Context: an optimization exercise on an open-source flow, tuned for a short achievable clock period and few clock cycles. The choices shown serve that exercise and are no tape-out recipe. In this exercise RTL edits were held to simulation tests only and were not proved equivalent to the original. Power is estimated from default activity; no workload was simulated.

--- flow/design.v ---
`timescale 1ns / 1ps
module REG32(
    input clk,
    input rst,
    input CE,
    input [31:0] D,
    output reg [31:0] Q
);
    always @(posedge clk or posedge rst) begin
        if (rst) Q <= 32'b0;
        else if (CE) Q <= D;
    end
endmodule
`timescale 1ns / 1ps
module MUX2T1_32 (
    input [31:0] I0,
    input [31:0] I1,
    input S,
    output [31:0] O
);
    assign O = S ? I1 : I0;
endmodule
`timescale 1ns / 1ps
module MUX4T1_32(
    input [31:0] I0,
    input [31:0] I1,
    input [31:0] I2,
    input [31:0] I3,
    input [1:0] S,
    output [31:0] O
);
    assign O = S[1] ? (S[0] ? I3 : I2) : (S[0] ? I1 : I0);
endmodule
`timescale 1ns / 1ps
module MUX8T1_32 (
    input [31:0] I0,
    input [31:0] I1,
    input [31:0] I2,
    input [31:0] I3,
    input [31:0] I4,
    input [31:0] I5,
    input [31:0] I6,
    input [31:0] I7,
    input [2:0] S,
    output [31:0] O
);
    assign O = (S == 3'b000) ? I0 :
               (S == 3'b001) ? I1 :
               (S == 3'b010) ? I2 :
               (S == 3'b011) ? I3 :
               (S == 3'b100) ? I4 :
               (S == 3'b101) ? I5 :
               (S == 3'b110) ? I6 : I7;
endmodule
`timescale 1ns / 1ps
module add_32(
    input [31:0] A,
    input [31:0] B,
    output [31:0] O
);
    assign O = A + B;
endmodule
`timescale 1ns / 1ps
module ALU (
    input [31:0] A,
    input [31:0] B,
    input [3:0] ALU_operation,
    output reg [31:0] res,
    output reg zero
);
    always @(*) begin
        case (ALU_operation)
            4'b0000: res = A + B;  
            4'b0001: res = A - B;  
            4'b0010: res = A << B[4:0];  
            4'b0011: res = ($signed(A) < $signed(B)) ? 1 : 0;  
            4'b0100: res = (A < B) ? 1 : 0;  
            4'b0101: res = A ^ B;  
            4'b0110: res = A >> B[4:0];  
            4'b0111: res = $signed(A) >>> B[4:0];  
            4'b1000: res = A | B;  
            4'b1001: res = A & B;  
            4'b1010: res = (A == B) ? 1 : 0;  
            default: res = 32'b0;
        endcase
        zero = (res == 32'b0) ? 1 : 0;
    end
endmodule
`timescale 1ns / 1ps
module Regs(
    input clk,
    input rst,
    input [4:0] Rs1_addr,
    input [4:0] Rs2_addr,
    input [4:0] Wt_addr,
    input [31:0] Wt_data,
    input RegWrite,
    output [31:0] Rs1_data,
    output [31:0] Rs2_data,
    output [31:0] Reg00,
    output [31:0] Reg01,
    output [31:0] Reg02,
    output [31:0] Reg03,
    output [31:0] Reg04,
    output [31:0] Reg05,
    output [31:0] Reg06,
    output [31:0] Reg07,
    output [31:0] Reg08,
    output [31:0] Reg09,
    output [31:0] Reg10,
    output [31:0] Reg11,
    output [31:0] Reg12,
    output [31:0] Reg13,
    output [31:0] Reg14,
    output [31:0] Reg15,
    output [31:0] Reg16,
    output [31:0] Reg17,
    output [31:0] Reg18,
    output [31:0] Reg19,
    output [31:0] Reg20,
    output [31:0] Reg21,
    output [31:0] Reg22,
    output [31:0] Reg23,
    output [31:0] Reg24,
    output [31:0] Reg25,
    output [31:0] Reg26,
    output [31:0] Reg27,
    output [31:0] Reg28,
    output [31:0] Reg29,
    output [31:0] Reg30,
    output [31:0] Reg31
);
    wire [31:0] rf[31:0];
    assign rf[0] = 32'b0;
    genvar g;
    generate
        for (g = 1; g < 32; g = g + 1) begin : gen_reg
            reg [31:0] r;
            always @(negedge clk or posedge rst) begin
                if (rst) r <= 0;
                else if (RegWrite && Wt_addr == g) r <= Wt_data;
            end
            assign rf[g] = r;
        end
    endgenerate
    assign Reg00 = rf[0];
    assign Reg01 = rf[1];
    assign Reg02 = rf[2];
    assign Reg03 = rf[3];
    assign Reg04 = rf[4];
    assign Reg05 = rf[5];
    assign Reg06 = rf[6];
    assign Reg07 = rf[7];
    assign Reg08 = rf[8];
    assign Reg09 = rf[9];
    assign Reg10 = rf[10];
    assign Reg11 = rf[11];
    assign Reg12 = rf[12];
    assign Reg13 = rf[13];
    assign Reg14 = rf[14];
    assign Reg15 = rf[15];
    assign Reg16 = rf[16];
    assign Reg17 = rf[17];
    assign Reg18 = rf[18];
    assign Reg19 = rf[19];
    assign Reg20 = rf[20];
    assign Reg21 = rf[21];
    assign Reg22 = rf[22];
    assign Reg23 = rf[23];
    assign Reg24 = rf[24];
    assign Reg25 = rf[25];
    assign Reg26 = rf[26];
    assign Reg27 = rf[27];
    assign Reg28 = rf[28];
    assign Reg29 = rf[29];
    assign Reg30 = rf[30];
    assign Reg31 = rf[31];
    assign Rs1_data = (Rs1_addr == 0) ? 0 : rf[Rs1_addr];
    assign Rs2_data = (Rs2_addr == 0) ? 0 : rf[Rs2_addr];
endmodule
`timescale 1ns / 1ps
module ImmGen(
    input [2:0] ImmSel,
    input [31:0] inst_field,
    output reg [31:0] Imm_out
);
    always @(*) begin
        Imm_out = 32'b0;  
        case (ImmSel)
            3'b000: Imm_out = {inst_field[31:12], 12'h000};  
            3'b001: Imm_out = {{21{inst_field[31]}}, inst_field[30:20]};  
            3'b010: Imm_out = {{21{inst_field[31]}}, inst_field[30:25], inst_field[11:7]};  
            3'b011: Imm_out = {{20{inst_field[31]}}, inst_field[7], inst_field[30:25], inst_field[11:8], 1'b0};  
            3'b100: Imm_out = {{12{inst_field[31]}}, inst_field[19:12], inst_field[20], inst_field[30:21], 1'b0};  
        endcase
    end
endmodule
`timescale 1ns / 1ps
module SCPU_ctrl (
    input Fun7,
    input MIO_ready,
    input [2:0] Fun3,
    input [4:0] OPcode,
    output reg UT,
    output reg MemRW,
    output reg CPU_MIO,
    output reg RegWrite,
    output reg ALUSrc_B,
    output reg Unsigned,
    output reg [1:0] Jump,
    output reg [1:0] Branch,
    output reg [1:0] MemtoReg,
    output reg [1:0] SLType,
    output reg [2:0] ImmSel,
    output reg [3:0] ALU_Control
);
    reg [1:0] ALUOp;
    always @(*) begin
        {ALUSrc_B, MemtoReg, RegWrite, MemRW, Jump, ALUOp, Unsigned, SLType} = 12'b000000000000;  
        case (OPcode)
            5'b01100: {ALUSrc_B, MemtoReg, RegWrite, MemRW, Jump, ALUOp, Unsigned, SLType} = 12'b000100010000;  
            5'b00100: {ALUSrc_B, MemtoReg, RegWrite, MemRW, Jump, ALUOp, Unsigned, SLType} = 12'b100100011000;  
            5'b00000: begin  
                case (Fun3)
                    3'b000: {ALUSrc_B, MemtoReg, RegWrite, MemRW, Jump, ALUOp, Unsigned, SLType} = 12'b101100000010;  
                    3'b001: {ALUSrc_B, MemtoReg, RegWrite, MemRW, Jump, ALUOp, Unsigned, SLType} = 12'b101100000011;  
                    3'b010: {ALUSrc_B, MemtoReg, RegWrite, MemRW, Jump, ALUOp, Unsigned, SLType} = 12'b101100000001;  
                    3'b100: {ALUSrc_B, MemtoReg, RegWrite, MemRW, Jump, ALUOp, Unsigned, SLType} = 12'b101100000110;  
                    3'b101: {ALUSrc_B, MemtoReg, RegWrite, MemRW, Jump, ALUOp, Unsigned, SLType} = 12'b101100000111;  
                endcase
            end
            5'b01000: begin  
                case (Fun3)
                    3'b000: {ALUSrc_B, MemtoReg, RegWrite, MemRW, Jump, ALUOp, Unsigned, SLType} = 12'b100010000010;  
                    3'b001: {ALUSrc_B, MemtoReg, RegWrite, MemRW, Jump, ALUOp, Unsigned, SLType} = 12'b100010000011;  
                    3'b010: {ALUSrc_B, MemtoReg, RegWrite, MemRW, Jump, ALUOp, Unsigned, SLType} = 12'b100010000001;  
                endcase
            end
            5'b11000: {ALUSrc_B, MemtoReg, RegWrite, MemRW, Jump, ALUOp, Unsigned, SLType} = 12'b000000001000;  
            5'b11011: {ALUSrc_B, MemtoReg, RegWrite, MemRW, Jump, ALUOp, Unsigned, SLType} = 12'b110100100000;  
            5'b11001: {ALUSrc_B, MemtoReg, RegWrite, MemRW, Jump, ALUOp, Unsigned, SLType} = 12'b110101000000;  
            5'b01101: {ALUSrc_B, MemtoReg, RegWrite, MemRW, Jump, ALUOp, Unsigned, SLType} = 12'b011100000000;  
            5'b00101: {ALUSrc_B, MemtoReg, RegWrite, MemRW, Jump, ALUOp, Unsigned, SLType} = 12'b011100000000;  
        endcase
        Branch[0] = (OPcode == 5'b11000 && (Fun3 == 3'b000 || Fun3 == 3'b100 || Fun3 == 3'b110)) ? 1'b1 : 1'b0;
        Branch[1] = (OPcode == 5'b11000 && (Fun3 == 3'b001 || Fun3 == 3'b101 || Fun3 == 3'b111)) ? 1'b1 : 1'b0;
        UT = (OPcode == 5'b00101) ? 1'b1 : 1'b0;
    end
    always @(*) begin
        ImmSel = 3'b001;  
        case (OPcode)
            5'b00100: ImmSel = 3'b001;  
            5'b00000: ImmSel = 3'b001;  
            5'b01000: ImmSel = 3'b010;  
            5'b11000: ImmSel = 3'b011;  
            5'b11011: ImmSel = 3'b100;  
            5'b11001: ImmSel = 3'b001;  
            5'b01101: ImmSel = 3'b000;  
            5'b00101: ImmSel = 3'b000;  
        endcase
    end
    always @(*) begin
        ALU_Control = 4'b0000;  
        case (ALUOp)
            2'b00: ALU_Control = 4'b0000;  
            2'b01: begin  
                case (Fun3)
                    3'b000: ALU_Control = 4'b1010;  
                    3'b001: ALU_Control = 4'b1010;  
                    3'b100: ALU_Control = 4'b0011;  
                    3'b101: ALU_Control = 4'b0011;  
                    3'b110: ALU_Control = 4'b0100;  
                    3'b111: ALU_Control = 4'b0100;  
                endcase
            end
            2'b10: begin  
                case ({Fun3, Fun7})
                    4'b0000: ALU_Control = 4'b0000;  
                    4'b0001: ALU_Control = 4'b0001;  
                    4'b0010: ALU_Control = 4'b0010;  
                    4'b0100: ALU_Control = 4'b0011;  
                    4'b0110: ALU_Control = 4'b0100;  
                    4'b1000: ALU_Control = 4'b0101;  
                    4'b1010: ALU_Control = 4'b0110;  
                    4'b1011: ALU_Control = 4'b0111;  
                    4'b1100: ALU_Control = 4'b1000;  
                    4'b1110: ALU_Control = 4'b1001;  
                endcase
            end
            2'b11: begin  
                case (Fun3)
                    3'b000: ALU_Control = 4'b0000;  
                    3'b001: ALU_Control = 4'b0010;  
                    3'b010: ALU_Control = 4'b0011;  
                    3'b011: ALU_Control = 4'b0100;  
                    3'b100: ALU_Control = 4'b0101;  
                    3'b110: ALU_Control = 4'b1000;  
                    3'b111: ALU_Control = 4'b1001;  
                    3'b101: begin
                        case (Fun7)
                            1'b0: ALU_Control = 4'b0110;  
                            1'b1: ALU_Control = 4'b0111;  
                        endcase
                    end
                endcase
            end
        endcase
        CPU_MIO = 0;
    end
endmodule
`timescale 1ns / 1ps
module DataProcess(
    input Unsigned,
    input [1:0] Addr,
    input [1:0] SLType,
    input [31:0] Data_in,
    output reg [31:0] DataTMUX
);
    reg [31:0] tmp;
    always @(*) begin
        case (Addr)
            2'b00: tmp = Data_in;
            2'b01: tmp = {8'b0, Data_in[31:8]};
            2'b10: tmp = {16'b0, Data_in[31:16]};
            2'b11: tmp = {24'b0, Data_in[31:24]};
        endcase
        case (SLType)
            3'b001: DataTMUX = tmp[31:0];  
            3'b010: DataTMUX = (Unsigned) ? {{24{1'b0}}, tmp[7:0]} : {{24{tmp[7]}}, tmp[7:0]};  
            3'b011: DataTMUX = (Unsigned) ? {{16{1'b0}}, tmp[15:0]} : {{16{tmp[15]}}, tmp[15:0]};  
            default: DataTMUX = 32'b0;
        endcase
    end
endmodule
`timescale 1ns / 1ps
module MemRWProcess(
    input MemRW_in,
    input [1:0] Addr,
    input [1:0] SLType,
    input [31:0] Rs2_data,
    output reg [3:0] MemRW_out,
    output reg [31:0] Data_out
);
    always @(*) begin
        MemRW_out = 4'b0;
        Data_out = Rs2_data;
        if (MemRW_in) begin
            case (SLType)
                2'b01: {MemRW_out, Data_out} = {4'b1111, Rs2_data};  
                2'b10: begin  
                    case (Addr)
                        2'b00: {MemRW_out, Data_out} = {4'b0001, 24'b0, Rs2_data[7:0]};
                        2'b01: {MemRW_out, Data_out} = {4'b0010, 16'b0, Rs2_data[7:0], 8'b0};
                        2'b10: {MemRW_out, Data_out} = {4'b0100, 8'b0, Rs2_data[7:0], 16'b0};
                        2'b11: {MemRW_out, Data_out} = {4'b1000, Rs2_data[7:0], 24'b0};
                    endcase
                end
                2'b11: begin  
                    case (Addr)
                        2'b00: {MemRW_out, Data_out} = {4'b0011, 16'b0, Rs2_data[15:0]};
                        2'b01: {MemRW_out, Data_out} = {4'b0110, 8'b0, Rs2_data[15:0], 8'b0};
                        2'b10: {MemRW_out, Data_out} = {4'b1100, Rs2_data[15:0], 16'b0};
                    endcase
                end
            endcase
        end
    end
endmodule
`timescale 1ns / 1ps
module IF (
    input clk,
    input rst,
    input stall,
    input ALU_0,
    input [1:0] Jump,
    input [1:0] Branch,
    input [31:0] PCPI,
    input [31:0] PC_jalr,
    output [31:0] PC_out
);
    wire JB;
    wire [31:0] PC_in;
    assign PC_in = (Jump == 2'b01) ? PCPI :  
                   (Jump == 2'b10) ? PC_jalr :  
                   ((Branch[0] & ALU_0) | (Branch[1] & ~ALU_0)) ? PCPI :  
                   (Jump[0] | Jump[1] | Branch[0] | Branch[1]) ? PC_out : PC_out + 4;  
    REG32 PC (
        .clk(clk),
        .rst(rst),
        .CE(~stall),
        .D(PC_in),
        .Q(PC_out)
    );
endmodule
`timescale 1ns / 1ps
module ID (
    input clk,
    input rst,
    input RegWrite_in,
    input [4:0] Rd_addr,
    input [31:0] Wt_data,
    input [31:0] Inst_in,
    output [4:0] Rd_addr_out,
    output [31:0] Rs1_out,
    output [31:0] Rs2_out,
    output [31:0] Imm_out,
    output UT,
    output MemRW,
    output ALUSrc_B,
    output Unsigned,
    output RegWrite_out,
    output [1:0] Jump,
    output [1:0] Branch,
    output [1:0] SLType,
    output [1:0] MemtoReg,
    output [3:0] ALU_Control,
    output [31:0] x0,
    output [31:0] ra,
    output [31:0] sp,
    output [31:0] gp,
    output [31:0] tp,
    output [31:0] t0,
    output [31:0] t1,
    output [31:0] t2,
    output [31:0] s0,
    output [31:0] s1,
    output [31:0] a0,
    output [31:0] a1,
    output [31:0] a2,
    output [31:0] a3,
    output [31:0] a4,
    output [31:0] a5,
    output [31:0] a6,
    output [31:0] a7,
    output [31:0] s2,
    output [31:0] s3,
    output [31:0] s4,
    output [31:0] s5,
    output [31:0] s6,
    output [31:0] s7,
    output [31:0] s8,
    output [31:0] s9,
    output [31:0] s10,
    output [31:0] s11,
    output [31:0] t3,
    output [31:0] t4,
    output [31:0] t5,
    output [31:0] t6
);
    wire [2:0] ImmSel;
    Regs Regs (
        .clk(clk),
        .rst(rst),
        .Rs1_addr(Inst_in[19:15]),
        .Rs2_addr(Inst_in[24:20]),
        .Wt_addr(Rd_addr),
        .Wt_data(Wt_data),
        .RegWrite(RegWrite_in),
        .Rs1_data(Rs1_out),
        .Rs2_data(Rs2_out),
        .Reg00(x0),
        .Reg01(ra),
        .Reg02(sp),
        .Reg03(gp),
        .Reg04(tp),
        .Reg05(t0),
        .Reg06(t1),
        .Reg07(t2),
        .Reg08(s0),
        .Reg09(s1),
        .Reg10(a0),
        .Reg11(a1),
        .Reg12(a2),
        .Reg13(a3),
        .Reg14(a4),
        .Reg15(a5),
        .Reg16(a6),
        .Reg17(a7),
        .Reg18(s2),
        .Reg19(s3),
        .Reg20(s4),
        .Reg21(s5),
        .Reg22(s6),
        .Reg23(s7),
        .Reg24(s8),
        .Reg25(s9),
        .Reg26(s10),
        .Reg27(s11),
        .Reg28(t3),
        .Reg29(t4),
        .Reg30(t5),
        .Reg31(t6)
    );
    assign Rd_addr_out = Inst_in[11:7];
    ImmGen ImmGen (
        .ImmSel(ImmSel),
        .inst_field(Inst_in),
        .Imm_out(Imm_out)
    );
    SCPU_ctrl SCPU_ctrl (
        .Fun7(Inst_in[30]),
        .Fun3(Inst_in[14:12]),
        .OPcode(Inst_in[6:2]),
        .UT(UT),
        .MemRW(MemRW),
        .RegWrite(RegWrite_out),
        .ALUSrc_B(ALUSrc_B),
        .Unsigned(Unsigned),
        .Jump(Jump),
        .Branch(Branch),
        .MemtoReg(MemtoReg),
        .SLType(SLType),
        .ImmSel(ImmSel),
        .ALU_Control(ALU_Control)
    );
endmodule
`timescale 1ns / 1ps
module Ex (
    input [31:0] PC_in,
    input [31:0] Rs1_in,
    input [31:0] Rs2_in,
    input [31:0] Imm_in,
    input UT,
    input ALUSrc_B,
    input [3:0] ALU_control,
    output [31:0] UI_out,
    output [31:0] ALU_out,
    output [31:0] PCP4_out
);
    wire [31:0] PCPI;
    wire [31:0] M2_0_res;
    add_32 A0 (
        .A(PC_in),
        .B(32'h00000004),
        .O(PCP4_out)
    );
    add_32 A1 (
        .A(PC_in),
        .B(Imm_in),
        .O(PCPI)
    );
    MUX2T1_32 M2_0 (
        .I0(Rs2_in),
        .I1(Imm_in),
        .S(ALUSrc_B),
        .O(M2_0_res)
    );
    MUX2T1_32 M2_2 (
        .I0(Imm_in),
        .I1(PCPI),
        .S(UT),
        .O(UI_out)
    );
    ALU ALU (
        .A(Rs1_in),
        .B(M2_0_res),
        .ALU_operation(ALU_control),
        .res(ALU_out)
    );
endmodule
`timescale 1ns / 1ps
module Mem (
    input Unsigned,
    input MemRW_in,
    input [1:0] SLType,
    input [31:0] PCP4,
    input [31:0] ALU_in,
    input [31:0] Rs2_in,
    input [31:0] Data_in,
    output [3:0] MemRW_out,
    output [31:0] Data_in_Mem,
    output [31:0] Data_to_Mem
);
    MemRWProcess MP (
        .MemRW_in(MemRW_in),
        .Addr(ALU_in[1:0]),
        .SLType(SLType),
        .MemRW_out(MemRW_out),
        .Rs2_data(Rs2_in),
        .Data_out(Data_to_Mem)
    );
    DataProcess DP (
        .Unsigned(Unsigned),
        .Addr(ALU_in[1:0]),
        .SLType(SLType),
        .Data_in(Data_in),
        .DataTMUX(Data_in_Mem)
    );
endmodule
`timescale 1ns / 1ps
module WB (
    input [1:0] MemtoReg,
    input [31:0] UI,
    input [31:0] PCP4,
    input [31:0] ALU_in,
    input [31:0] Data_in,
    output [31:0] Data_out
);
    MUX4T1_32 M4_1 (
        .I0(ALU_in),
        .I1(Data_in),
        .I2(PCP4),
        .I3(UI),
        .S(MemtoReg),
        .O(Data_out)
    );
endmodule
`timescale 1ns / 1ps
module StallUnit (
    input jump,  
    input MemRead_ID_Ex,  
    input RegWrite_ID_Ex,
    input [4:0] Rd_ID_Ex,
    input [4:0] Rs1_IF_ID,
    input [4:0] Rs2_IF_ID,
    output bubble
);
    assign bubble = (MemRead_ID_Ex || (jump && RegWrite_ID_Ex && Rd_ID_Ex != 0))
                 && (Rs1_IF_ID == Rd_ID_Ex || Rs2_IF_ID == Rd_ID_Ex);
endmodule
`timescale 1ns / 1ps
module ForwardingUnit (
    input UT,
    input ALUSrc_B,
    input RegWrite_Ex_Mem,
    input RegWrite_Mem_WB,
    input [1:0] MemtoReg_Ex_Mem,
    input [1:0] MemtoReg_Mem_WB,
    input [4:0] Rs1_ID_Ex,
    input [4:0] Rs2_ID_Ex,
    input [4:0] Rd_Ex_Mem,
    input [4:0] Rd_Mem_WB,
    output reg [2:0] Forward_rs1,
    output reg [2:0] Forward_rs2,
    output reg [1:0] Forward_to_Mem
);
    always @(*) begin
        if (UT) begin
            Forward_rs1 = 3'b011;
        end else begin
            if (RegWrite_Ex_Mem && Rd_Ex_Mem != 0 && Rs1_ID_Ex == Rd_Ex_Mem) begin
                case (MemtoReg_Ex_Mem)
                    2'b10: Forward_rs1 = 3'b100;  
                    2'b11: Forward_rs1 = 3'b110;  
                    default: Forward_rs1 = 3'b001;  
                endcase
            end else if (RegWrite_Mem_WB && Rd_Mem_WB != 0 && Rs1_ID_Ex == Rd_Mem_WB) begin
                case (MemtoReg_Mem_WB)
                    2'b10: Forward_rs1 = 3'b101;  
                    2'b11: Forward_rs1 = 3'b111;  
                    default: Forward_rs1 = 3'b010;  
                endcase
            end else Forward_rs1 = 3'b000;
        end
        if (ALUSrc_B) begin
            Forward_rs2 = 3'b011;  
        end else begin
            if (RegWrite_Ex_Mem && Rd_Ex_Mem != 0 && Rs2_ID_Ex == Rd_Ex_Mem) begin
                case (MemtoReg_Ex_Mem)
                    2'b10: Forward_rs2 = 3'b100;  
                    2'b11: Forward_rs2 = 3'b110;  
                    default: Forward_rs2 = 3'b001;  
                endcase
            end else if (RegWrite_Mem_WB && Rd_Mem_WB != 0 && Rs2_ID_Ex == Rd_Mem_WB) begin
                case (MemtoReg_Mem_WB)
                    2'b10: Forward_rs2 = 3'b101;  
                    2'b11: Forward_rs2 = 3'b111;  
                    default: Forward_rs2 = 3'b010;  
                endcase
            end else Forward_rs2 = 3'b000;
        end
        if (RegWrite_Ex_Mem && Rd_Ex_Mem != 0 && Rs2_ID_Ex == Rd_Ex_Mem) begin
            if (MemtoReg_Ex_Mem == 2'b11) Forward_to_Mem = 2'b11;  
            else Forward_to_Mem = 2'b01;  
        end else if (RegWrite_Mem_WB && Rd_Mem_WB != 0 && Rs2_ID_Ex == Rd_Mem_WB) Forward_to_Mem = 2'b10;
        else Forward_to_Mem = 2'b00;
    end
endmodule
`timescale 1ns / 1ps
module Reg_IF_ID (
    input en,
    input clk,
    input rst,
    input flush,
    input stall,
    input [31:0] PC_in,
    input [31:0] inst_in,
    output reg [31:0] PC_out,
    output reg [31:0] inst_out
);
    always @(posedge clk or posedge rst) begin
        if (rst) begin
            PC_out <= 32'b0;
            inst_out <= 32'h00000013;
        end else if (en) begin
            if (stall) begin
                PC_out <= PC_out;
                inst_out <= inst_out;
            end else if (flush) begin
                PC_out <= PC_out;
                inst_out <= 32'h00000013;
            end else begin
                PC_out <= PC_in;
                inst_out <= inst_in;
            end
        end
    end
endmodule
`timescale 1ns / 1ps
module Reg_ID_Ex (
    input en,
    input clk,
    input rst,
    input flush,
    input [31:0] PC_in,
    input [4:0] Rd_addr_in,
    input [31:0] Rs1_in,
    input [31:0] Rs2_in,
    input [31:0] Imm_in,
    input [4:0] Rs1_addr_in,
    input [4:0] Rs2_addr_in,
    input UT_in,
    input MemRW_in,
    input ALUSrc_B_in,
    input Unsigned_in,
    input RegWrite_in,
    input [1:0] SLType_in,
    input [1:0] MemtoReg_in,
    input [3:0] ALU_Control_in,
    output reg [31:0] PC_out,
    output reg [4:0] Rd_addr_out,
    output reg [31:0] Rs1_out,
    output reg [31:0] Rs2_out,
    output reg [31:0] Imm_out,
    output reg [4:0] Rs1_addr_out,
    output reg [4:0] Rs2_addr_out,
    output reg UT_out,
    output reg MemRW_out,
    output reg ALUSrc_B_out,
    output reg Unsigned_out,
    output reg RegWrite_out,
    output reg [1:0] SLType_out,
    output reg [1:0] MemtoReg_out,
    output reg [3:0] ALU_Control_out
);
    always @(posedge clk or posedge rst) begin
        if (rst) begin
            PC_out <= 32'b0;
            Rd_addr_out <= 5'b0;
            Rs1_out <= 32'b0;
            Rs2_out <= 32'b0;
            Imm_out <= 32'b0;
            Rs1_addr_out <= 32'b0;
            Rs2_addr_out <= 32'b0;
            UT_out <= 1'b0;
            MemRW_out <= 1'b0;
            ALUSrc_B_out <= 1'b0;
            Unsigned_out <= 1'b0;
            RegWrite_out <= 1'b0;
            SLType_out <= 2'b0;
            MemtoReg_out <= 2'b0;
            ALU_Control_out <= 4'b0;
        end else if (en) begin
            if (flush) begin
                PC_out <= PC_in;
                Rd_addr_out <= Rd_addr_in;
                Rs1_out <= Rs1_in;
                Rs2_out <= Rs2_in;
                Imm_out <= Imm_in;
                Rs1_addr_out <= Rs1_addr_in;
                Rs2_addr_out <= Rs2_addr_in;
                UT_out <= 1'b0;
                MemRW_out <= 1'b0;
                ALUSrc_B_out <= 1'b0;
                Unsigned_out <= 1'b0;
                RegWrite_out <= 1'b0;
                SLType_out <= 2'b0;
                MemtoReg_out <= 2'b0;
                ALU_Control_out <= 4'b0;
            end else begin
                PC_out <= PC_in;
                Rd_addr_out <= Rd_addr_in;
                Rs1_out <= Rs1_in;
                Rs2_out <= Rs2_in;
                Imm_out <= Imm_in;
                Rs1_addr_out <= Rs1_addr_in;
                Rs2_addr_out <= Rs2_addr_in;
                UT_out <= UT_in;
                MemRW_out <= MemRW_in;
                ALUSrc_B_out <= ALUSrc_B_in;
                Unsigned_out <= Unsigned_in;
                RegWrite_out <= RegWrite_in;
                SLType_out <= SLType_in;
                MemtoReg_out <= MemtoReg_in;
                ALU_Control_out <= ALU_Control_in;
            end
        end
    end
endmodule
`timescale 1ns / 1ps
module Reg_Ex_Mem (
    input en,
    input clk,
    input rst,
    input MemRW_in,
    input Unsigned_in,
    input RegWrite_in,
    input [1:0] SLType_in,
    input [1:0] MemtoReg_in,
    input [4:0] Rd_addr_in,
    input [31:0] UI_in,
    input [31:0] ALU_in,
    input [31:0] PCP4_in,
    input [31:0] Data_to_Mem_in,
    output reg MemRW_out,
    output reg Unsigned_out,
    output reg RegWrite_out,
    output reg [1:0] SLType_out,
    output reg [1:0] MemtoReg_out,
    output reg [4:0] Rd_addr_out,
    output reg [31:0] UI_out,
    output reg [31:0] ALU_out,
    output reg [31:0] PCP4_out,
    output reg [31:0] Data_to_Mem_out
);
    always @(posedge clk or posedge rst) begin
        if (rst) begin
            MemRW_out <= 4'b0;
            Unsigned_out <= 1'b0;
            RegWrite_out <= 1'b0;
            SLType_out <= 2'b0;
            MemtoReg_out <= 2'b0;
            Rd_addr_out <= 5'b0;
            UI_out <= 32'b0;
            ALU_out <= 32'b0;
            PCP4_out <= 32'b0;
            Data_to_Mem_out <= 32'b0;
        end else if (en) begin
            MemRW_out <= MemRW_in;
            Unsigned_out <= Unsigned_in;
            RegWrite_out <= RegWrite_in;
            SLType_out <= SLType_in;
            MemtoReg_out <= MemtoReg_in;
            Rd_addr_out <= Rd_addr_in;
            UI_out <= UI_in;
            ALU_out <= ALU_in;
            PCP4_out <= PCP4_in;
            Data_to_Mem_out <= Data_to_Mem_in;
        end
    end
endmodule
`timescale 1ns / 1ps
module Reg_Mem_WB (
    input en,
    input clk,
    input rst,
    input Unsigned_in,
    input RegWrite_in,
    input [1:0] SLType_in,
    input [1:0] MemtoReg_in,
    input [4:0] Rd_addr_in,
    input [31:0] UI_in,
    input [31:0] ALU_in,
    input [31:0] Data_in,
    input [31:0] PCP4_in,
    output reg Unsigned_out,
    output reg RegWrite_out,
    output reg [1:0] SLType_out,
    output reg [1:0] MemtoReg_out,
    output reg [4:0] Rd_addr_out,
    output reg [31:0] UI_out,
    output reg [31:0] ALU_out,
    output reg [31:0] Data_out,
    output reg [31:0] PCP4_out
);
    always @(posedge clk or posedge rst) begin
        if (rst) begin
            Unsigned_out <= 1'b0;
            RegWrite_out <= 1'b0;
            SLType_out <= 2'b00;
            MemtoReg_out <= 2'b00;
            Rd_addr_out <= 5'b00000;
            UI_out <= 32'b0;
            ALU_out <= 32'b0;
            Data_out <= 32'b0;
            PCP4_out <= 32'b0;
        end else if (en) begin
            Unsigned_out <= Unsigned_in;
            RegWrite_out <= RegWrite_in;
            SLType_out <= SLType_in;
            MemtoReg_out <= MemtoReg_in;
            Rd_addr_out <= Rd_addr_in;
            UI_out <= UI_in;
            ALU_out <= ALU_in;
            Data_out <= Data_in;
            PCP4_out <= PCP4_in;
        end
    end
endmodule
`timescale 1ns / 1ps
module PCPU (
    input clk,
    input rst,
    input [31:0] Data_in, 
    input [31:0] inst_in,
    output [3:0] MemRW_out,  
    output [31:0] PC_out_IF,  
    output [31:0] Data_to_Mem,
    output [31:0] Addr_out
);
    wire [31:0] x0, ra, sp, gp, tp, t0, t1, t2, s0, s1, a0, a1, a2, a3, a4, a5, a6, a7, s2, s3, s4, s5, s6, s7, s8, s9, s10, s11, t3, t4, t5, t6;
    wire [31:0] PC_IF_ID;
    wire [31:0] inst_out_IF_ID;
    wire [31:0] PC_ID_Ex;
    wire [31:0] MemRW_ID_Ex;
    wire [31:0] Data_to_Reg_WB;
    wire UT_ID;
    wire MemRW_ID;
    wire ALUSrc_B_ID;
    wire Unsigned_ID;
    wire RegWrite_ID;
    wire [1:0] Jump_ID;
    wire [1:0] Branch_ID;
    wire [1:0] SLType_ID;
    wire [1:0] MemtoReg_ID;
    wire [3:0] ALU_control_ID;
    wire [4:0] Rd_addr_ID;
    wire [31:0] Rs1_out_ID;
    wire [31:0] Rs2_out_ID;
    wire [31:0] Imm_out_ID;
    wire [4:0] Rd_addr_ID_Ex;
    wire [31:0] Rs1_out_ID_Ex;
    wire [31:0] Rs2_out_ID_Ex;
    wire [31:0] Imm_out_ID_Ex;
    wire [4:0] Rs1_addr_ID_Ex;
    wire [4:0] Rs2_addr_ID_Ex;
    wire UT_ID_Ex;
    wire ALUSrc_B_ID_Ex;
    wire Unsigned_ID_Ex;
    wire RegWrite_ID_Ex;
    wire [1:0] SLType_ID_Ex;
    wire [1:0] MemtoReg_ID_Ex;
    wire [3:0] ALU_control_ID_Ex;
    wire bubble;
    wire [31:0] UI_Ex;
    wire [31:0] ALU_out_Ex;
    wire [31:0] PCP4_out_Ex;
    wire MemRW_Ex_Mem;
    wire Unsigned_Ex_Mem;
    wire RegWrite_Ex_Mem;
    wire [1:0] SLType_Ex_Mem;
    wire [1:0] MemtoReg_Ex_Mem;
    wire [4:0] Rd_addr_Ex_Mem;
    wire [31:0] UI_Ex_Mem;
    wire [31:0] ALU_out_Ex_Mem;
    wire [31:0] PCP4_Ex_Mem;
    wire [31:0] Data_out_Mem;
    wire RegWrite_Mem_WB;
    wire [1:0] MemtoReg_Mem_WB;
    wire [4:0] Rd_addr_Mem_WB;
    wire [31:0] UI_Mem_WB;
    wire [31:0] ALU_out_Mem_WB;
    wire [31:0] Dmem_data_Mem_WB;
    wire [31:0] PCP4_Mem_WB;
    wire [2:0] Forward_rs1, Forward_rs2;
    wire [1:0] Forward_to_Mem;
    wire [31:0] Rs1_M8_out, Rs2_M8_out;
    wire JB, ALU_0;
    wire [4:0] Rs1_addr_IF_ID, Rs2_addr_IF_ID;
    wire [31:0] tmp, reg1, reg2;
    wire [31:0] Data_in_Mem;
    IF Instruction_Fetch (
        .clk(clk),
        .rst(rst),
        .stall(bubble),
        .ALU_0(ALU_0),
        .Jump(Jump_ID),
        .Branch(Branch_ID),
        .PCPI(PC_IF_ID + Imm_out_ID),
        .PC_jalr(reg1 + Imm_out_ID),
        .PC_out(PC_out_IF)
    );
    Reg_IF_ID Register_IF_ID (
        .en(1'b1),
        .clk(clk),
        .rst(rst),
        .flush(JB),
        .stall(bubble),
        .PC_in(PC_out_IF),
        .inst_in(inst_in),
        .PC_out(PC_IF_ID),
        .inst_out(inst_out_IF_ID)
    );
    ID Instruction_Decoder (
        .clk(clk),
        .rst(rst),
        .RegWrite_in(RegWrite_Mem_WB),
        .Rd_addr(Rd_addr_Mem_WB),
        .Wt_data(Data_to_Reg_WB),
        .Inst_in(inst_out_IF_ID),
        .Rd_addr_out(Rd_addr_ID),
        .Rs1_out(Rs1_out_ID),
        .Rs2_out(Rs2_out_ID),
        .Imm_out(Imm_out_ID),
        .UT(UT_ID),
        .MemRW(MemRW_ID),
        .ALUSrc_B(ALUSrc_B_ID),
        .Unsigned(Unsigned_ID),
        .RegWrite_out(RegWrite_ID),
        .Jump(Jump_ID),
        .Branch(Branch_ID),
        .SLType(SLType_ID),
        .MemtoReg(MemtoReg_ID),
        .ALU_Control(ALU_control_ID),
        .x0(x0),
        .ra(ra),
        .sp(sp),
        .gp(gp),
        .tp(tp),
        .t0(t0),
        .t1(t1),
        .t2(t2),
        .s0(s0),
        .s1(s1),
        .a0(a0),
        .a1(a1),
        .a2(a2),
        .a3(a3),
        .a4(a4),
        .a5(a5),
        .a6(a6),
        .a7(a7),
        .s2(s2),
        .s3(s3),
        .s4(s4),
        .s5(s5),
        .s6(s6),
        .s7(s7),
        .s8(s8),
        .s9(s9),
        .s10(s10),
        .s11(s11),
        .t3(t3),
        .t4(t4),
        .t5(t5),
        .t6(t6)
    );
    assign JB = Jump_ID[0] | Jump_ID[1] | Branch_ID[0] | Branch_ID[1];
    assign Rs1_addr_IF_ID = inst_out_IF_ID[19:15];
    assign Rs2_addr_IF_ID = inst_out_IF_ID[24:20];
    MUX4T1_32 M4_tmp (
        .I0(ALU_out_Ex_Mem),
        .I1(Data_in_Mem),
        .I2(PCP4_Ex_Mem),
        .I3(UI_Ex_Mem),
        .S(MemtoReg_Ex_Mem),
        .O(tmp)
    );
    assign reg1 = (JB && RegWrite_Ex_Mem && (Rd_addr_Ex_Mem != 0) && Rd_addr_Ex_Mem == Rs1_addr_IF_ID) ? tmp : Rs1_out_ID;
    assign reg2 = (JB && RegWrite_Ex_Mem && (Rd_addr_Ex_Mem != 0) && Rd_addr_Ex_Mem == Rs2_addr_IF_ID) ? tmp : Rs2_out_ID;
    assign ALU_0 = (ALU_control_ID == 4'b1010) ? (reg1 == reg2) :  
                   (ALU_control_ID == 4'b0011) ? ($signed(reg1) < $signed(reg2)) :  
                   (reg1 < reg2);  
    Reg_ID_Ex Register_ID_Ex (
        .en(1'b1),
        .clk(clk),
        .rst(rst),
        .flush(bubble),
        .PC_in(PC_IF_ID),
        .Rs1_addr_in(inst_out_IF_ID[19:15]),
        .Rs2_addr_in(inst_out_IF_ID[24:20]),
        .Rd_addr_in(Rd_addr_ID),
        .Rs1_in(Rs1_out_ID),
        .Rs2_in(Rs2_out_ID),
        .Imm_in(Imm_out_ID),
        .UT_in(UT_ID),
        .MemRW_in(MemRW_ID),
        .ALUSrc_B_in(ALUSrc_B_ID),
        .Unsigned_in(Unsigned_ID),
        .RegWrite_in(RegWrite_ID),
        .SLType_in(SLType_ID),
        .MemtoReg_in(MemtoReg_ID),
        .ALU_Control_in(ALU_control_ID),
        .PC_out(PC_ID_Ex),
        .Rs1_addr_out(Rs1_addr_ID_Ex),
        .Rs2_addr_out(Rs2_addr_ID_Ex),
        .Rd_addr_out(Rd_addr_ID_Ex),
        .Rs1_out(Rs1_out_ID_Ex),
        .Rs2_out(Rs2_out_ID_Ex),
        .Imm_out(Imm_out_ID_Ex),
        .UT_out(UT_ID_Ex),
        .MemRW_out(MemRW_ID_Ex),
        .ALUSrc_B_out(ALUSrc_B_ID_Ex),
        .Unsigned_out(Unsigned_ID_Ex),
        .RegWrite_out(RegWrite_ID_Ex),
        .SLType_out(SLType_ID_Ex),
        .MemtoReg_out(MemtoReg_ID_Ex),
        .ALU_Control_out(ALU_control_ID_Ex)
    );
    StallUnit HazardDetection (
        .jump(JB),
        .MemRead_ID_Ex((SLType_ID_Ex[0] | SLType_ID_Ex[1]) & RegWrite_ID_Ex),
        .RegWrite_ID_Ex(RegWrite_ID_Ex),
        .Rd_ID_Ex(Rd_addr_ID_Ex),
        .Rs1_IF_ID(Rs1_addr_IF_ID),
        .Rs2_IF_ID(Rs2_addr_IF_ID),
        .bubble(bubble)
    );
    ForwardingUnit ForwardingUnit (
        .UT(UT_ID_Ex),
        .ALUSrc_B(ALUSrc_B_ID_Ex),
        .RegWrite_Ex_Mem(RegWrite_Ex_Mem),
        .RegWrite_Mem_WB(RegWrite_Mem_WB),
        .MemtoReg_Ex_Mem(MemtoReg_Ex_Mem),
        .MemtoReg_Mem_WB(MemtoReg_Mem_WB),
        .Rs1_ID_Ex(Rs1_addr_ID_Ex),
        .Rs2_ID_Ex(Rs2_addr_ID_Ex),
        .Rd_Ex_Mem(Rd_addr_Ex_Mem),
        .Rd_Mem_WB(Rd_addr_Mem_WB),
        .Forward_rs1(Forward_rs1),
        .Forward_rs2(Forward_rs2),
        .Forward_to_Mem(Forward_to_Mem)
    );
    MUX8T1_32 M8_rs1 (
        .I0(Rs1_out_ID_Ex),
        .I1(ALU_out_Ex_Mem),
        .I2(Data_to_Reg_WB),
        .I3(PC_ID_Ex),
        .I4(PCP4_Ex_Mem),
        .I5(PCP4_Mem_WB),
        .I6(UI_Ex_Mem),
        .I7(UI_Mem_WB),
        .S(Forward_rs1),
        .O(Rs1_M8_out)
    );
    MUX8T1_32 M8_rs2 (
        .I0(Rs2_out_ID_Ex),
        .I1(ALU_out_Ex_Mem),
        .I2(Data_to_Reg_WB),
        .I3(Imm_out_ID_Ex),
        .I4(PCP4_Ex_Mem),
        .I5(PCP4_Mem_WB),
        .I6(UI_Ex_Mem),
        .I7(UI_Mem_WB),
        .S(Forward_rs2),
        .O(Rs2_M8_out)
    );
    Ex Execute (
        .PC_in(PC_ID_Ex),
        .Rs1_in(Rs1_M8_out),
        .Rs2_in(Rs2_M8_out),
        .Imm_in(Imm_out_ID_Ex),
        .UT(UT_ID_Ex),
        .ALUSrc_B(ALUSrc_B_ID_Ex),
        .ALU_control(ALU_control_ID_Ex),
        .UI_out(UI_Ex),
        .ALU_out(ALU_out_Ex),
        .PCP4_out(PCP4_out_Ex)
    );
    wire [31:0] Data_to_Mem_M4;
    wire [31:0] Rs2_out_Ex;
    MemRWProcess MP_Ex (
        .MemRW_in(MemRW_ID_Ex),
        .Addr(ALU_out_Ex[1:0]),
        .SLType(SLType_ID_Ex),
        .Rs2_data(Rs2_out_ID_Ex),
        .Data_out(Rs2_out_Ex)
    );
    MUX4T1_32 M4_to_Mem (
        .I0(Rs2_out_ID_Ex),
        .I1(ALU_out_Ex_Mem),
        .I2(Data_to_Reg_WB),
        .I3(UI_Ex_Mem),
        .S(Forward_to_Mem),
        .O(Data_to_Mem_M4)
    );
    wire [31:0] Data_to_Mem_out;
    Reg_Ex_Mem Register_Ex_Mem (
        .en(1'b1),
        .clk(clk),
        .rst(rst),
        .MemRW_in(MemRW_ID_Ex),
        .Unsigned_in(Unsigned_ID_Ex),
        .RegWrite_in(RegWrite_ID_Ex),
        .SLType_in(SLType_ID_Ex),
        .MemtoReg_in(MemtoReg_ID_Ex),
        .Rd_addr_in(Rd_addr_ID_Ex),
        .UI_in(UI_Ex),
        .ALU_in(ALU_out_Ex),
        .PCP4_in(PCP4_out_Ex),
        .Data_to_Mem_in(Data_to_Mem_M4),
        .MemRW_out(MemRW_Ex_Mem),
        .Unsigned_out(Unsigned_Ex_Mem),
        .RegWrite_out(RegWrite_Ex_Mem),
        .SLType_out(SLType_Ex_Mem),
        .MemtoReg_out(MemtoReg_Ex_Mem),
        .Rd_addr_out(Rd_addr_Ex_Mem),
        .UI_out(UI_Ex_Mem),
        .ALU_out(ALU_out_Ex_Mem),
        .PCP4_out(PCP4_Ex_Mem),
        .Data_to_Mem_out(Data_to_Mem_out)
    );
    assign Addr_out = ALU_out_Ex_Mem;
    Mem Memory_Access (
        .Unsigned(Unsigned_Ex_Mem),
        .MemRW_in(MemRW_Ex_Mem),
        .SLType(SLType_Ex_Mem),
        .PCP4(PCP4_Ex_Mem),
        .ALU_in(Addr_out),
        .Rs2_in(Data_to_Mem_out),
        .MemRW_out(MemRW_out),
        .Data_in(Data_in),
        .Data_in_Mem(Data_in_Mem),
        .Data_to_Mem(Data_to_Mem)
    );
    Reg_Mem_WB Register_Mem_WB (
        .en(1'b1),
        .clk(clk),
        .rst(rst),
        .RegWrite_in(RegWrite_Ex_Mem),
        .MemtoReg_in(MemtoReg_Ex_Mem),
        .Rd_addr_in(Rd_addr_Ex_Mem),
        .UI_in(UI_Ex_Mem),
        .ALU_in(Addr_out),
        .Data_in(Data_in_Mem),
        .PCP4_in(PCP4_Ex_Mem),
        .RegWrite_out(RegWrite_Mem_WB),
        .MemtoReg_out(MemtoReg_Mem_WB),
        .Rd_addr_out(Rd_addr_Mem_WB),
        .UI_out(UI_Mem_WB),
        .ALU_out(ALU_out_Mem_WB),
        .Data_out(Dmem_data_Mem_WB),
        .PCP4_out(PCP4_Mem_WB)
    );
    WB Write_Back (
        .MemtoReg(MemtoReg_Mem_WB),
        .UI(UI_Mem_WB),
        .PCP4(PCP4_Mem_WB),
        .ALU_in(ALU_out_Mem_WB),
        .Data_in(Dmem_data_Mem_WB),
        .Data_out(Data_to_Reg_WB)
    );
endmodule
--- flow/run.sh ---
#!/bin/bash
# synth_recipe.tcl (not shown) runs the flow's synth.tcl, then flattens the netlist and writes it again
# the make line also repeats each setting of config.mk as NAME=value (left out here)
make -C /OpenROAD-flow-scripts/flow DESIGN_CONFIG=/design/flow/config.mk WORK_HOME=/design/flow/orfs CLKGATE_MAP_FILE= SYNTH_SCRIPT=/design/flow/synth_recipe.tcl finish
--- flow/config.mk ---
export PLATFORM = sky130hd
export DESIGN_NAME = PCPU
export DESIGN_NICKNAME = PCPU
export VERILOG_FILES = /design/flow/design.v
export SDC_FILE = /design/flow/constraint.sdc
export NUM_CORES = 4
export LEC_CHECK = 0
export CAP_MARGIN = 20
export CORE_MARGIN = 2
export CORE_UTILIZATION = 40
export SLEW_MARGIN = 20
--- flow/constraint.sdc ---
create_clock -name core_clock -period 12.0 [get_ports {clk}]
set_input_delay 2.4000 -clock core_clock [delete_from_list [all_inputs] [get_ports {clk}]]
set_output_delay 2.4000 -clock core_clock [all_outputs]
set_load 0.01 [all_outputs]
==> summary.txt <==
worst max-delay path: stages (launching register included):
cell and delay [ns]:
dfrtn_1 0.36, inv_1 0.06, nor3_1 0.04, a2111o_1 0.43
or4_1 0.57, o31ai_1 0.34, buf_4 0.25, nor2_1 0.05
a21oi_1 0.20, inv_1 0.07, ha_1 0.29, nand4_1 0.14
nor2_1 0.08, buf_4 0.14, a21oi_1 0.12, o211ai_1 0.19
a2111oi_2 0.42, o21ai_1 0.24, buf_4 0.19, xnor2_1 0.20
o21a_2 0.30, buf_4 0.20, nand2_1 0.10, buf_4 0.17
o21ai_0 0.14, o21ai_0 0.10, o22a_1 0.19
cells by family after synthesis:
logic type	Yosys count	synth area share, %
xor+xnor	178	1.791
buf+inv	988	4.400
simple gates	2937	14.77
compound gates	3620	27.34
fa+ha+maj	246	3.579
flops	1518	43.64
mux	340	4.486
power groups by stage:
| stage | sequential [µW] | combinational [µW] | clock [µW] |
|---|---|---|---|
| 6_report | 7910 | 7410 | 5790 |
| 5_1_grt | 8000 | 7800 | 5990 |
| 4_1_cts | 7810 | 7050 | 5780 |
| 3_5_place_dp | 7890 | 7010 | 0 |
| 3_3_place_gp | 7850 | 6940 | 0 |
| 2_1_floorplan | 7300 | 4290 | 0 |
metrics by stage:
stage / power [µW] / area, µm² / hold WS, ns
3_3_place_gp: 14790 / 93120 / 0.3369
6_report: 21110 / 99480 / 0.3402
2_1_floorplan: 11580 / 87050 / 0.3312
5_1_grt: 21780 / 99420 / 0.3576
4_1_cts: 20640 / 99240 / 0.3475
3_5_place_dp: 14900 / 93130 / 0.3417
path summary, 6_finish.rpt:
| path | to | slack, ns | cells after the start |
|---|---|---|---|
| max | Instruction_Fetch.PC.Q[29]$_DFFE_PP0P_ | 0.35 | 26 |
| min | Register_Ex_Mem.MemtoReg_out[0]$_DFF_PP0_ | 0.34 | 0 |
| max reg2reg | Instruction_Fetch.PC.Q[29]$_DFFE_PP0P_ | 0.35 | 26 |
| min reg2reg | Register_Ex_Mem.MemtoReg_out[0]$_DFF_PP0_ | 0.34 | 0 |
| max in group asynchronous | Instruction_Decoder.Regs.gen_reg[18].r[31]$_DFFE_NP0P_ | 2.62 | 4 |
| min in group asynchronous | Register_Mem_WB.ALU_out[7]$_DFF_PP0_ | 2.66 | 3 |
cell usage in the layout (no fill, tap or decap), types with 30 or more instances in the layout:
master	Yosys	routed
clkbuf_16	0	173
inv_1	156	153
diode_2	0	40
nand3_1	208	199
a21oi_1	462	461
a22oi_1	444	444
clkdlybuf4s50_1	0	163
and2_1	37	37
nor2_1	477	409
nor2_4	0	63
o221ai_1	34	34
a31oi_1	77	74
a21o_1	67	65
ha_1	241	241
o21a_1	41	40
xor2_1	63	63
a221oi_1	276	276
o22ai_1	88	88
a222oi_1	74	74
clkbuf_1	710	34
o21ai_0	1303	1302
xnor2_1	115	115
mux2i_1	173	173
nand2b_1	62	62
o21ai_2	1	32
clkbuf_8	0	30
a211oi_1	114	113
dfrtp_1	525	519
o211ai_1	73	73
dfrtn_1	992	992
and3_1	55	54
a22o_1	248	248
nand4_1	165	165
nor3_1	181	172
nor2b_1	41	41
nand2_1	1594	1570
buf_4	5	368
mux2_2	139	139
metal layers:
metal	global-route usage, %	up-vias	wire length [µm]
li1	-	36120	-
met1	53.66	43950	178700
met2	54.52	8081	179600
met3	20.83	2096	80170
met4	24.13	32	35630
met5	2.315	-	437
what timing repair did:
item                       CTS  global route
gates resized for setup      0             4
setup buffers                0             0
setup endpoints to repair    0            30
state kept, by name (all words and copies together) (netlist names), 30 cells and up:
signal                           count
Register_Ex_Mem.Data_to_Mem_out     32
Register_Ex_Mem.ALU_out             32
Instruction_Fetch.PC.Q              32
Register_Mem_WB.ALU_out             32
Register_ID_Ex.Rs1_out              32
Register_IF_ID.inst_out             30
Register_ID_Ex.Imm_out              32
Register_ID_Ex.PC_out               32
Register_Mem_WB.Data_out            32
Instruction_Decoder.Regs.gen.r     992
Register_Mem_WB.PCP4_out            32
Register_Ex_Mem.UI_out              32
Register_Mem_WB.UI_out              32
Register_ID_Ex.Rs2_out              32
Register_Ex_Mem.PCP4_out            32
Register_IF_ID.PC_out               32
area by class of cell:
type | count | area [µm²]
fillers | 20680 | 117300
multi-input cells | 7321 | 46270
flip-flops and latches | 1518 | 38000
clock buffers | 237 | 4870
repair buffers | 552 | 4813
well taps | 2854 | 3571
clock inverters | 75 | 1240
inverters | 162 | 611.8
diodes | 40 | 100.1
==> out/results.ini <==
[worst_setup_path]
cp.arrival_ns = 12.41
startpoint_type = flop
cp-startpoint = Instruction_Decoder.Regs.gen_reg[13].r[31]$_DFFE_NP0P_
worst_ep_required_time_ns = 12.76
criticalPathCategory = reg2reg
crit-reg2reg-launch = Instruction_Decoder.Regs.gen_reg[13].r[31]$_DFFE_NP0P_
critPathMaxFanout = 8
end_kind = flop

[power_and_ir_drop]
netSwitchingFraction_pct = 41.74
p_comb_share_pct = 35.1
sequentialPowerShare_pct = 37.5
worst_ir_drop_vdd_mv = 0.1814
p_per_area_nw_per_um2 = 212.2
p_switching_uw = 8811
cell_internal_pwr_uw = 12300
clkPwrFrac_pct = 27.4
p_leak_uw = 0.04199

[sta]
relSlewSlack_pct = 6.553
grt_setup_unrepaired = no
fin_tns_setup_ns = 0
maxSlewViolCount = 0
skew_ns = 0.1145
setup_violations = 0
worst_pin_slew_ns = 1.402
fin_ws_ns = 0.3472
hold_viol = 0

[cts]
clock_path_buffers = 3
root_buffer = clkbuf_16
clock_sinks = 1518
clock_latency_ns = 0.90
cts_tree = built
cts_made_buffers = 169
clk_pin_slew_ns = 0.06
h-tree-depth = 4
cts.hold.buffers_added = 0

[worst_hold_path]
hold_path_class = reg2reg
min_from = Register_ID_Ex.MemtoReg_out[0]$_DFF_PP0_

[routing]
ant_nets = 0
num_vias = 90280
drt-total-wl_mm = 474.5
drc_errors = 0
wl_per_cell_um = 37.19
drt_iter0_drc = 16330
viasPerCell = 7.076
drtPass1Iterations = 10

[global_routing]
grt_antenna_before_repair = 37
grt_pass1_vias = 84280
grt_pass1_wl_mm = 656.0
grt.overflow.total = 0
grt_usage_pct = 41.42
grt_max_degree = 116

[synthesis]
yosys-top-cells-count = nand2_1 (1594), o21ai_0 (1303), dfrtn_1 (992), clkbuf_1 (710), dfrtp_1 (525)
synth_most_common_cell = nand2_1
async_flop_share_pct = 100.0
ys_seq_area_share_pct = 43.64
ys_ff_latch = 1518
yosysTopAreaCellShare_pct = 28.52
synthesis.nets = 10140
syn_avg_cell_area_um2 = 8.858
syn_inst = 9827
synth.distinct_cells = 113
ys_top_cells_by_area = dfrtn_1 (29%), dfrtp_1 (15%), o21ai_0 (7.5%), nand2_1 (6.9%), a22oi_1 (3.8%)
yosys_warnings = 15
synth_ff_type = dfrtn_1
yosysTopAreaCell = dfrtn_1
synthesis.area_um2 = 87050
synth-edff-count = 0

[die]
io_pins = 166
core_um2 = 216700
start_util_pct = 40.16
dieArea_um2 = 221400
fp-row-count = 171
die_x_um = 470.5
die_h_um = 470.5

[placement]
io_buffers = 163
dpl_worst_slack_ns = 0.04233
hpwl_mm = 302.7
dp_cells = 12400
gp_congestion = 1.075

[final_layout]
drive_above_1_share_pct = 10.90
nets = 10040
instances_no_fill = 12760
syn2layout_area_growth_pct = 14.27
post-route-util_pct = 45.90

[job]
cap_viol_max_count = 0

[status]
status = complete, no violations

Testbench counts, summed over its fixed seeds: cycles 34,588.
